Context: an optimization exercise on an open-source flow, tuned for small area, a short achievable clock period and few clock cycles per item. The choices shown serve that exercise and are no tape-out recipe.
No functional check of the RTL was part of any run shown here.
Power and IR drop assume default switching activity.

===== flow/config.mk =====
export PLATFORM = sky130hd
export DESIGN_NAME = TopModule
export DESIGN_NICKNAME = TopModule
export VERILOG_FILES = /design/flow/design.v
export SDC_FILE = /design/flow/constraint.sdc
export NUM_CORES = 4
export LEC_CHECK = 0
export CAP_MARGIN = 20
export CORE_MARGIN = 2
export CORE_UTILIZATION = 50
export SETUP_SLACK_MARGIN = 2.5
export SLEW_MARGIN = 20

===== flow/constraint.sdc =====
create_clock -name core_clock -period 4.5 [get_ports {clk}]
set_input_delay 0.9000 -clock core_clock [delete_from_list [all_inputs] [get_ports {clk}]]
set_output_delay 0.9000 -clock core_clock [all_outputs]
set_load 0.01 [all_outputs]

===== flow/design.v =====
module S00_AXI
#(
	  parameter integer AXI_DATA_WIDTH	= 32
	, parameter integer AXI_ADDR_WIDTH	= 8
	, parameter integer AXI_REGS_COUNT	= 20
)
(
	  input  logic                              AXI_ACLK
	, input  logic                              AXI_ARESETN
	, input  logic [AXI_ADDR_WIDTH - 1 : 0]     AXI_AWADDR
	, input  logic                              AXI_AWVALID
	, output logic                              AXI_AWREADY
	, input  logic [AXI_DATA_WIDTH - 1 : 0]     AXI_WDATA
	, input  logic [(AXI_DATA_WIDTH/8)-1 : 0]   AXI_WSTRB
	, input  logic                              AXI_WVALID
	, output logic                              AXI_WREADY
	, output logic [1 : 0]                      AXI_BRESP
	, output logic                              AXI_BVALID
	, input  logic                              AXI_BREADY
	, input  logic [AXI_ADDR_WIDTH - 1 : 0]     AXI_ARADDR
	, input  logic                              AXI_ARVALID
	, output logic                              AXI_ARREADY
	, output logic [AXI_DATA_WIDTH - 1 : 0]     AXI_RDATA
	, output logic [1 : 0]                      AXI_RRESP
	, output logic                              AXI_RVALID
	, input  logic                              AXI_RREADY
);
	localparam integer NBYTES = AXI_DATA_WIDTH/8;
	assign AXI_AWREADY = 1'b1;
	assign AXI_WREADY  = 1'b1;
	assign AXI_ARREADY = 1'b1;
	assign AXI_BRESP   = 2'b00;
	assign AXI_RRESP   = 2'b00;
	logic rst_q;
	always_ff @(posedge AXI_ACLK) rst_q <= ~AXI_ARESETN;
	logic                          aw_got, w_got, bvalid, rvalid;
	logic [4:0]                    waddr;
	logic [NBYTES - 1 : 0]         wstrb;
	logic [AXI_DATA_WIDTH - 1 : 0] rdata;
	logic [AXI_DATA_WIDTH - 1 : 0] regs [AXI_REGS_COUNT];
	logic aw_ok, w_ok, wr;
	assign aw_ok = aw_got | AXI_AWVALID;
	assign w_ok  = w_got  | AXI_WVALID;
	assign wr    = aw_ok & w_ok;
	always_ff @(posedge AXI_ACLK)
	begin
		if (!AXI_ARESETN)
		begin
			aw_got <= 1'b0;
			w_got  <= 1'b0;
			bvalid <= 1'b0;
			rvalid <= 1'b0;
		end
		else
		begin
			aw_got <= aw_ok & ~w_ok;
			w_got  <= w_ok & ~aw_ok;
			bvalid <= bvalid ? ~AXI_BREADY : wr;
			rvalid <= rvalid ? ~AXI_RREADY : AXI_ARVALID;
		end
	end
	assign AXI_BVALID = bvalid;
	assign AXI_RVALID = rvalid;
	always_ff @(posedge AXI_ACLK)
	begin
		if (!aw_got) waddr <= AXI_AWADDR[6:2];
		if (!w_got)  wstrb <= AXI_WSTRB;
	end
	logic [4:0]                    wa;
	logic [NBYTES - 1 : 0]         ws;
	logic [AXI_DATA_WIDTH - 1 : 0] wd;
	assign wa = aw_got ? waddr : AXI_AWADDR[6:2];
	assign ws = w_got  ? wstrb : AXI_WSTRB;
	assign wd = (w_got ? rdata : AXI_WDATA) & {AXI_DATA_WIDTH{~rst_q}};
	genvar r, b;
	generate
		for (r = 0; r < AXI_REGS_COUNT; r = r + 1)
		begin : g_row
			for (b = 0; b < NBYTES; b = b + 1)
			begin : g_byte
				logic ld;
				assign ld = rst_q | (wr & (wa == r) & ws[b]);
				always_ff @(posedge AXI_ACLK)
					if (ld) regs[r][b*8 +: 8] <= wd[b*8 +: 8];
			end
		end
	endgenerate
	logic [AXI_DATA_WIDTH - 1 : 0] rnext;
	always_comb
	begin
		rnext = {AXI_DATA_WIDTH{AXI_WVALID}} & AXI_WDATA;
		for (integer i = 0; i < AXI_REGS_COUNT; i = i + 1)
			rnext = rnext | ({AXI_DATA_WIDTH{AXI_ARVALID & (AXI_ARADDR[6:2] == i)}} & regs[i]);
	end
	always_ff @(posedge AXI_ACLK)
		if (!rvalid & !w_got) rdata <= rnext;
	assign AXI_RDATA = rdata;
endmodule
module TopModule
#(
      parameter integer   AXI_DATA_WIDTH	  = 32
    , parameter integer   AXI_ADDR_WIDTH	  = 8
)
(
    input  logic                              clk
  , input  logic                              areset_n
  , input  logic [AXI_ADDR_WIDTH - 1 : 0]     S00_AXI_AWADDR
  , input  logic                              S00_AXI_AWVALID
  , output logic                              S00_AXI_AWREADY
  , input  logic [AXI_DATA_WIDTH - 1 : 0]     S00_AXI_WDATA
  , input  logic [(AXI_DATA_WIDTH/8)-1 : 0]   S00_AXI_WSTRB
  , input  logic                              S00_AXI_WVALID
  , output logic                              S00_AXI_WREADY
  , output logic [1 : 0]                      S00_AXI_BRESP
  , output logic                              S00_AXI_BVALID
  , input  logic                              S00_AXI_BREADY
  , input  logic [AXI_ADDR_WIDTH - 1 : 0]     S00_AXI_ARADDR
  , input  logic                              S00_AXI_ARVALID
  , output logic                              S00_AXI_ARREADY
  , output logic [AXI_DATA_WIDTH - 1 : 0]     S00_AXI_RDATA
  , output logic [1 : 0]                      S00_AXI_RRESP
  , output logic                              S00_AXI_RVALID
  , input  logic                              S00_AXI_RREADY
);
  S00_AXI
  #(
      .AXI_DATA_WIDTH(AXI_DATA_WIDTH)
    , .AXI_ADDR_WIDTH(AXI_ADDR_WIDTH)
    , .AXI_REGS_COUNT(20)
  )
  axi_slave
  (
      .AXI_ACLK(        clk)
    , .AXI_ARESETN(     areset_n)
    , .AXI_AWADDR(      S00_AXI_AWADDR)
    , .AXI_AWVALID(     S00_AXI_AWVALID)
    , .AXI_AWREADY(     S00_AXI_AWREADY)
    , .AXI_WDATA(       S00_AXI_WDATA)
    , .AXI_WSTRB(       S00_AXI_WSTRB)
    , .AXI_WVALID(      S00_AXI_WVALID)
    , .AXI_WREADY(      S00_AXI_WREADY)
    , .AXI_BRESP(       S00_AXI_BRESP)
    , .AXI_BVALID(      S00_AXI_BVALID)
    , .AXI_BREADY(      S00_AXI_BREADY)
    , .AXI_ARADDR(      S00_AXI_ARADDR)
    , .AXI_ARVALID(     S00_AXI_ARVALID)
    , .AXI_ARREADY(     S00_AXI_ARREADY)
    , .AXI_RDATA(       S00_AXI_RDATA)
    , .AXI_RRESP(       S00_AXI_RRESP)
    , .AXI_RVALID(      S00_AXI_RVALID)
    , .AXI_RREADY(      S00_AXI_RREADY)
  );
endmodule

===== flow/run.sh =====
#!/bin/bash
# synth_recipe.tcl (not shown) runs the flow's synth.tcl, then flattens the netlist and writes it again
# the make line also repeats each setting of config.mk as NAME=value (left out here)
make -C /OpenROAD-flow-scripts/flow DESIGN_CONFIG=/design/flow/config.mk WORK_HOME=/design/flow/orfs CLKGATE_MAP_FILE= SYNTH_SCRIPT=/design/flow/synth_recipe.tcl finish

==> flow_summary.ini, run 1 <==
[synthesis]
synth_edf_count = 672
yosysUniqueCellTypes = 67
syn_avg_cell_area_sq_um = 17.0
ys_seq_area_share_pct = 76.2
yosys_warnings = 2
synthCells = 1577
async_flop_share_pct = 0
synth_ff_type = edfxtp_1
netlist_area_sq_um = 26900
synth-seq-cells = 686

[clock_tree]
clock_latency_ns = 0.63
clockRootBuffer = clkbuf_16
clockBufferDepth = 3
numCtsBuffers = 70
cts_tree = done
cts_hold_buf = 0
clock-sinks = 686
clk_pin_slew_ns = 0.06
htreeDepth = 3

[hold_path]
whs_path_depth = 2
hold_path.class = flop to flop

[finish]
syn2layout_area_growth_pct = 38.9
fin_cells = 2764
final_layout_size_suffix_gt1_share_pct = 40.8
nets = 2082
fillerInstances = 3140
num_antenna_cells = 0

[pwr]
powerDensity_nw_per_um2 = 400
vdd_drop_max_uv = 262
p_leak_nw = 13.5

[worst_setup_path]
reg2reg_depth = 10
cp.arrival_ns = 2.70
start_kind = flop
path_cells = buf_8 -> buf_12 -> nor3b_4 -> o22ai_4 -> buf_6 -> nor3_4 -> buf_6 -> nand2_8 -> o21bai_4 -> buf_12
end_kind = flop
cp.required_ns = 4.83
path_max_fanout = 7
slowest_delay_ns = 0.36
crit_slowest_cell = dfxtp_4
timing_worst_setup_path_type = flop to flop

[route]
firstDrtPassIters = 6
routed_via_density = 6.68
drc = 0
vias = 18500
route.antenna.remaining_nets = 0
wirelength_microns = 99800
wire_per_inst_microns = 36.1
dr.first_iter.drc_count = 2760

[die]
die_x_microns = 236
placementRows = 84
start_util_pct = 50.8
pin_count = 100
die_y_microns = 236
core_sq_um = 52900
die_area_sq_um = 55600

[sta]
finalMaxSlewViolations = 0
tns_ns = 0
rsz0062_at_grt = true
relSlewSlack_pct = 46.0
clock_skew_ns = 0.0231
fmax_mhz = 422
finalHoldViolCount = 0
worstMarginPinSlew_ns = 0.809
fin_crit_ns = 2.37
setup_viol = 0
post-route-period-util_pct = 52.7

[global_routing]
grt.overflow.total = 0
first_global_vias = 17900
grt_usage_pct = 35.0
antenna_found_initial = 2
grt_max_degree = 46
grt_pass1_wl_microns = 135000

[placed_design]
gp_congestion = 0.891
place_inst = 2336
port_buffers = 86
dp_hpwl_microns = 53200

[flow_run]
drv_cap = 0

[status]
outcome = no timing/DRC/antenna violations
## layer usage
| metal | routed length [microns] | share of wire (%) | global-route usage (%) | up-vias |
|---|---|---|---|---|
| met4 | 7320 | 7.3 | 21.8 | 4 |
| met2 | 45700 | 46 | 53.6 | 1376 |
| met5 | 27 | 0.027 | 0 | - |
| li1 | - | - | - | 7357 |
| met3 | 11000 | 11 | 9.14 | 404 |
| met1 | 35700 | 36 | 45.0 | 9315 |
## synthesized netlist by cell type, types with 13 or more instances
cell	number	area, sq um
a21o_1	28	210
a21oi_1	28	140
a221oi_1	28	245
a222oi_1	14	140
a22o_1	37	324
a22oi_1	100	751
buf_2	27	135
buf_4	20	150
clkbuf_1	44	165
dfxtp_1	14	280
edfxtp_1	672	20200
mux2_2	19	214
mux2i_1	126	1260
nand2_1	51	191
nand3_1	13	65.1
nand4_1	26	163
nor2_1	73	274
nor3_1	13	65.1
o21ai_0	15	75.1
o21bai_1	52	390
o22ai_1	19	119
## path summary, 6_finish.rpt
check                      endpoint  slack, ns        startpoint
min reg2reg        axi_slave.bvalid       0.49  axi_slave.bvalid
max          axi_slave.regs[15][26]       2.13  axi_slave.aw_got
min                axi_slave.bvalid       0.49  axi_slave.bvalid
max reg2reg  axi_slave.regs[15][26]       2.13  axi_slave.aw_got
## critical path, delay by kind of cell (launching register included)
| kind | cells | cell delay, ns |
|---|---|---|
| DFF | 1 | 0.36 |
| AOI/OAI and AO/OA | 2 | 0.43 |
| and+or+nand+nor | 3 | 0.48 |
| buffers and inverters | 5 | 0.77 |
## cells by family (layout without fill, tap and decap cells)
family	after synthesis	after routing	synth area share, %
flops	686	686	76.2
compound gates	367	367	10.4
simple gates	259	261	5.33
mux	155	155	6.14
buf+inv	108	600	1.94
other cells	2	7	0.0280
## area by class of cell
cell class,count,area [sq um],area share [%]
Clock inverter,36,260,0.698
Multi-Input combinational cell,790,8250,22.1
Clock buffer,89,1890,5.06
Sequential cell,686,20500,54.9
Timing Repair Buffer,465,5530,14.8
Tap cell,688,861,2.31
Inverter,10,50.0,0.134
## report_power, final
part / leakage, nW / internal, mW / switching, mW / total, mW
sequential: 6.98 / 7.57 / 0.162 / 7.73
combinational: 5.52 / 0.656 / 0.914 / 1.57
clock: 1.05 / 3.15 / 2.47 / 5.62
total: 13.5 / 11.4 / 3.54 / 14.9
## through the flow
step / utilization, % / hold WS (ns) / area, sq um / setup WS [ns] / power, mW
floorplan: - / 0.497 / 28100 / 2.06 / 8.42
global placement: 56.2 / 0.476 / 29700 / 0.460 / 8.88
detailed placement: 56.2 / 0.480 / 29700 / 0.501 / 8.92
CTS: 68.6 / 0.488 / 36300 / 2.29 / 14.7
global route: 70.6 / 0.506 / 37300 / 2.12 / 15.2
finish: 70.6 / 0.489 / 37300 / 2.13 / 14.9
## placed cells by master, fill, tap and decap left out, drive strengths merged, types with 19 or more instances in the layout
cell type      Yosys  routed
buf               54     415
nand4             26      26
nand2             52      52
clkdlybuf4s50      0      39
nor2              80      80
a22oi            100     100
mux2i            128     128
clkinv             4      28
clkbuf            44      92
a21o              28      28
o21bai            52      52
a21oi             28      28
a221oi            28      28
o22ai             19      19
a22o              37      37
mux2              22      22
edfxtp           672     672
## registers in the layout, summed over array words and instances, names as in the netlist
signal and flops:
axi_slave.bvalid 1, axi_slave.wstrb 4, axi_slave.rst_q 1, axi_slave.rdata 32, axi_slave.rvalid 1, axi_slave.w_got 1
axi_slave.aw_got 1, axi_slave.regs 640, axi_slave.waddr 5
## what timing repair did
action / in CTS / in global routing
setup buffers: 232 / 58
cloned: 12 / 1
pin swaps: 147 / 124
endpoints found under the hold margin: 0 / 0
setup endpoints to repair: 1285 / 1035
resized for setup: 498 / 127
==> inputs of run 2 (changes only) <==
--- a/flow/config.mk
+++ b/flow/config.mk
@@ -9,4 +9,6 @@
 export CORE_MARGIN = 2
 export CORE_UTILIZATION = 50
+export CTS_BUF_LIST = sky130_fd_sc_hd__clkbuf_4 sky130_fd_sc_hd__clkbuf_8
+export CTS_CLUSTER_SIZE = 25
 export SETUP_SLACK_MARGIN = 2.5
 export SLEW_MARGIN = 20
==> run 2 against run 1 <==
Net effect:
- global-route usage down 1.1 points
- utilization is 1.7 points lower
- sequential power about the same
- worst setup slack improved by 0.041 ns
- synthesized cell count unchanged
- hold slack better by 0.0086 ns
- register-to-register slack better by 0.04 ns
- sequential share of layout area grew 1.4 points
- wire length decreased by 3.1%
- cell area down 2.4%
- first-iteration DRC count is 10% lower
- largest cell class unchanged
==> flow_summary.ini, run 2 <==
[status]
outcome = no timing/DRC/antenna violations

[route]
dr.first_iter.drc_count = 2475
route.antenna.remaining_nets = 0
wire_per_inst_microns = 34.4
firstDrtPassIters = 6
wirelength_microns = 96600
vias = 18400
drc = 0
routed_via_density = 6.53

[sta]
post-route-period-util_pct = 51.8
finalMaxSlewViolations = 0
setup_viol = 0
fmax_mhz = 429
relSlewSlack_pct = 35.4
finalHoldViolCount = 0
tns_ns = 0
rsz0062_at_grt = true
worstMarginPinSlew_ns = 0.968
fin_crit_ns = 2.33
clock_skew_ns = 0.0422

[synthesis]
synthCells = 1577
synthMuxAreaShare_pct = 6.14
async_flop_share_pct = 0
synth-seq-cells = 686
synth_commonest_cells = edfxtp_1 (672), mux2i_1 (126), a22oi_1 (100)
synth_top_area_cell = edfxtp_1
synth_compound_area_share_pct = 10.4
synth-simple-area-share_pct = 5.33
netlist_area_sq_um = 26900
synth.most_common_cell = edfxtp_1
synth_area_leaders = edfxtp_1 (75%), mux2i_1 (4.7%), a22oi_1 (2.8%)
synth_ff_type = edfxtp_1
synth_edf_count = 672
netlist.area_leader.share_pct = 75.1
yosysUniqueCellTypes = 67
ys_seq_area_share_pct = 76.2
synthAdderAreaFrac_pct = 0
syn_avg_cell_area_sq_um = 17.0
synth_xor_area_share_pct = 0
synth_top_family_by_area = compound AO/OA/AOI/OAI gates
yosys_warnings = 2

[clock_tree]
cts_tree = done
clockBufferDepth = 3
cts_hold_buf = 0
clock-sinks = 686
numCtsBuffers = 107
clockRootBuffer = clkbuf_8
htreeDepth = 3
clock_latency_ns = 0.77
clk_pin_slew_ns = 0.07

[die]
die_area_sq_um = 55600
pin_count = 100
placementRows = 84
die_y_microns = 236
die_x_microns = 236
start_util_pct = 50.8
core_sq_um = 52900

[finish]
fillerInstances = 3311
nets = 2091
mostFrequentLayoutCells = edfxtp_1 (672), buf_4 (175), mux2i_1 (120)
syn2layout_area_growth_pct = 35.5
largest_reg_flops = 640
reg_top3 = axi_slave.regs x640, axi_slave.rdata x32, axi_slave.waddr x5
final_common_cell = edfxtp_1
final_layout_size_suffix_gt1_share_pct = 40.3
fin_util_pct = 68.9
top_register = axi_slave.regs

[hold_path]
hp-start = S00_AXI_AWVALID
hold_path.class = primary input to flop
whs_path_depth = 2
min_to = axi_slave.w_got

[global_routing]
antenna_found_initial = 3
grt_max_degree = 46
first_global_vias = 17500
grt_usage_pct = 33.9
grt_pass1_wl_microns = 131000
grt.overflow.total = 0

[worst_setup_path]
end_kind = flop
crit_slowest_cell = dfxtp_4
timing_worst_setup_path_type = flop to flop
cp.required_ns = 4.95
slowest_delay_ns = 0.39
crit_top_cell = buf_6
path_delay_family = buffers and inverters
rr_endpoint = axi_slave.regs[7][28]
r2r-start = axi_slave.aw_got
start_kind = flop
rrSetupSlack_ns = 2.17
cp.arrival_ns = 2.78
path_cells = buf_12 -> nor3b_4 -> o22ai_4 -> buf_6 -> nor3_4 -> buf_6 -> buf_6 -> nand2_8 -> o21bai_4 -> buf_12
reg2reg_depth = 10
path_max_fanout = 8
cp.buffers_inverters = 5

[pwr]
powerDensity_nw_per_um2 = 396
p_leak_nw = 13.3
vdd_drop_max_uv = 266

[placed_design]
port_buffers = 86
dp_hpwl_microns = 53200
gp_congestion = 0.891

[flow_run]
drv_cap = 0
-- run 2: layer usage --
metal  global-route usage (%)  part of all wire [%]  vias up
li1                         -                     -     7388
met1                     44.8                    36     9286
met2                     53.3                    46     1316
met3                     8.00                    11      367
met4                     16.3                   6.1        2
met5                        0                 0.013        -
-- run 2: power breakdown --
group	total [mW]	switching, mW	internal, mW
registers	7.72	0.154	7.57
clock network	5.17	2.51	2.66
logic	1.53	0.890	0.636
total	14.4	3.55	10.9
-- run 2: worst reg2reg max path: stages (launching register included) --
cell,delay (ns)
dfxtp_4,0.39
buf_12,0.16
nor3b_4,0.25
o22ai_4,0.20
buf_6,0.17
nor3_4,0.12
buf_6,0.18
buf_6,0.13
nand2_8,0.08
o21bai_4,0.17
buf_12,0.15
-- run 2: repair_timing --
item                       in CTS  in global routing
pin swaps                     128                129
setup endpoints to repair    1285                979
buffers inserted              211                 54
gates resized for setup       450                 89
gates cloned                    8                  1
-- run 2: metrics by stage --
step                      hold slack (ns)  instance area (sq um)  cells  worst slack, ns  power [mW]
after floorplan                     0.497                  28100   1582             2.06        8.42
after global placement              0.476                  29700   2334            0.460        8.88
after detailed placement            0.480                  29700   2336            0.501        8.92
after CTS                           0.457                  35500   2753             2.18        14.2
after global routing                0.522                  36400   2810             2.16        14.8
final                               0.498                  36400   2811             2.17        14.4
-- run 2: cell families after synthesis --
group,count (synthesis)
buffers and inverters,108
other,2
muxes,155
AOI/OAI and AO/OA,367
DFF,686
and+or+nand+nor,259
-- run 2: worst max-delay path by stage --
stage,to,cells past startpoint,from
finish,axi_slave.regs[7][28],10,axi_slave.aw_got
global placement,axi_slave.rdata[15],8,S00_AXI_ARVALID
floorplan,axi_slave.rdata[9],8,S00_AXI_ARADDR[5]
detailed placement,axi_slave.rdata[12],8,S00_AXI_ARVALID
CTS,S00_AXI_RDATA[29],1,axi_slave.rdata[29]
global route,axi_slave.regs[7][28],10,axi_slave.aw_got
-- run 2: cell type report --
type / instances / area (sq um) / share of cell area (%)
multi-input combinational: 789 / 7940 / 21.8
clock inverter: 56 / 313 / 0.859
inverter: 10 / 47.5 / 0.131
sequential: 686 / 20500 / 56.2
tap: 688 / 861 / 2.36
clock buffer: 142 / 1760 / 4.83
antenna: 2 / 5.00 / 0.0137
timing repair buffer: 438 / 5010 / 13.8

port drivers added, routing unchanged:
The results above use ideal ports. As a check the final layouts listed here were re-extracted and re-timed, cells and wires unchanged.
Step 1: set_driving_cell puts a clkbuf_16 on clk and a buf_2 on each other input, an assumption about the parent block.
Step 2 also shifts input and output timing later by t, the mid clock arrival at the registers, as if the neighbouring blocks saw the same clock.
Slacks: ideal ports / drivers / drivers and shift; pairs: ideal ports / drivers.
run | t (ns) | slack for setup (ns) | worst setup path at the end | worst slew at a driven data input, ns
run 1 | 0.681 | 2.129 / 2.129 / 1.501 | input to register | 0.21
run 2 | 0.812 | 2.169 / 2.125 / 1.461 | input to register | 0.17
After both steps setup and hold are still met in every run listed. For run 2, which loses most, drivers alone change the setup slack by -0.044 ns; drivers and shift together by -0.708 ns.
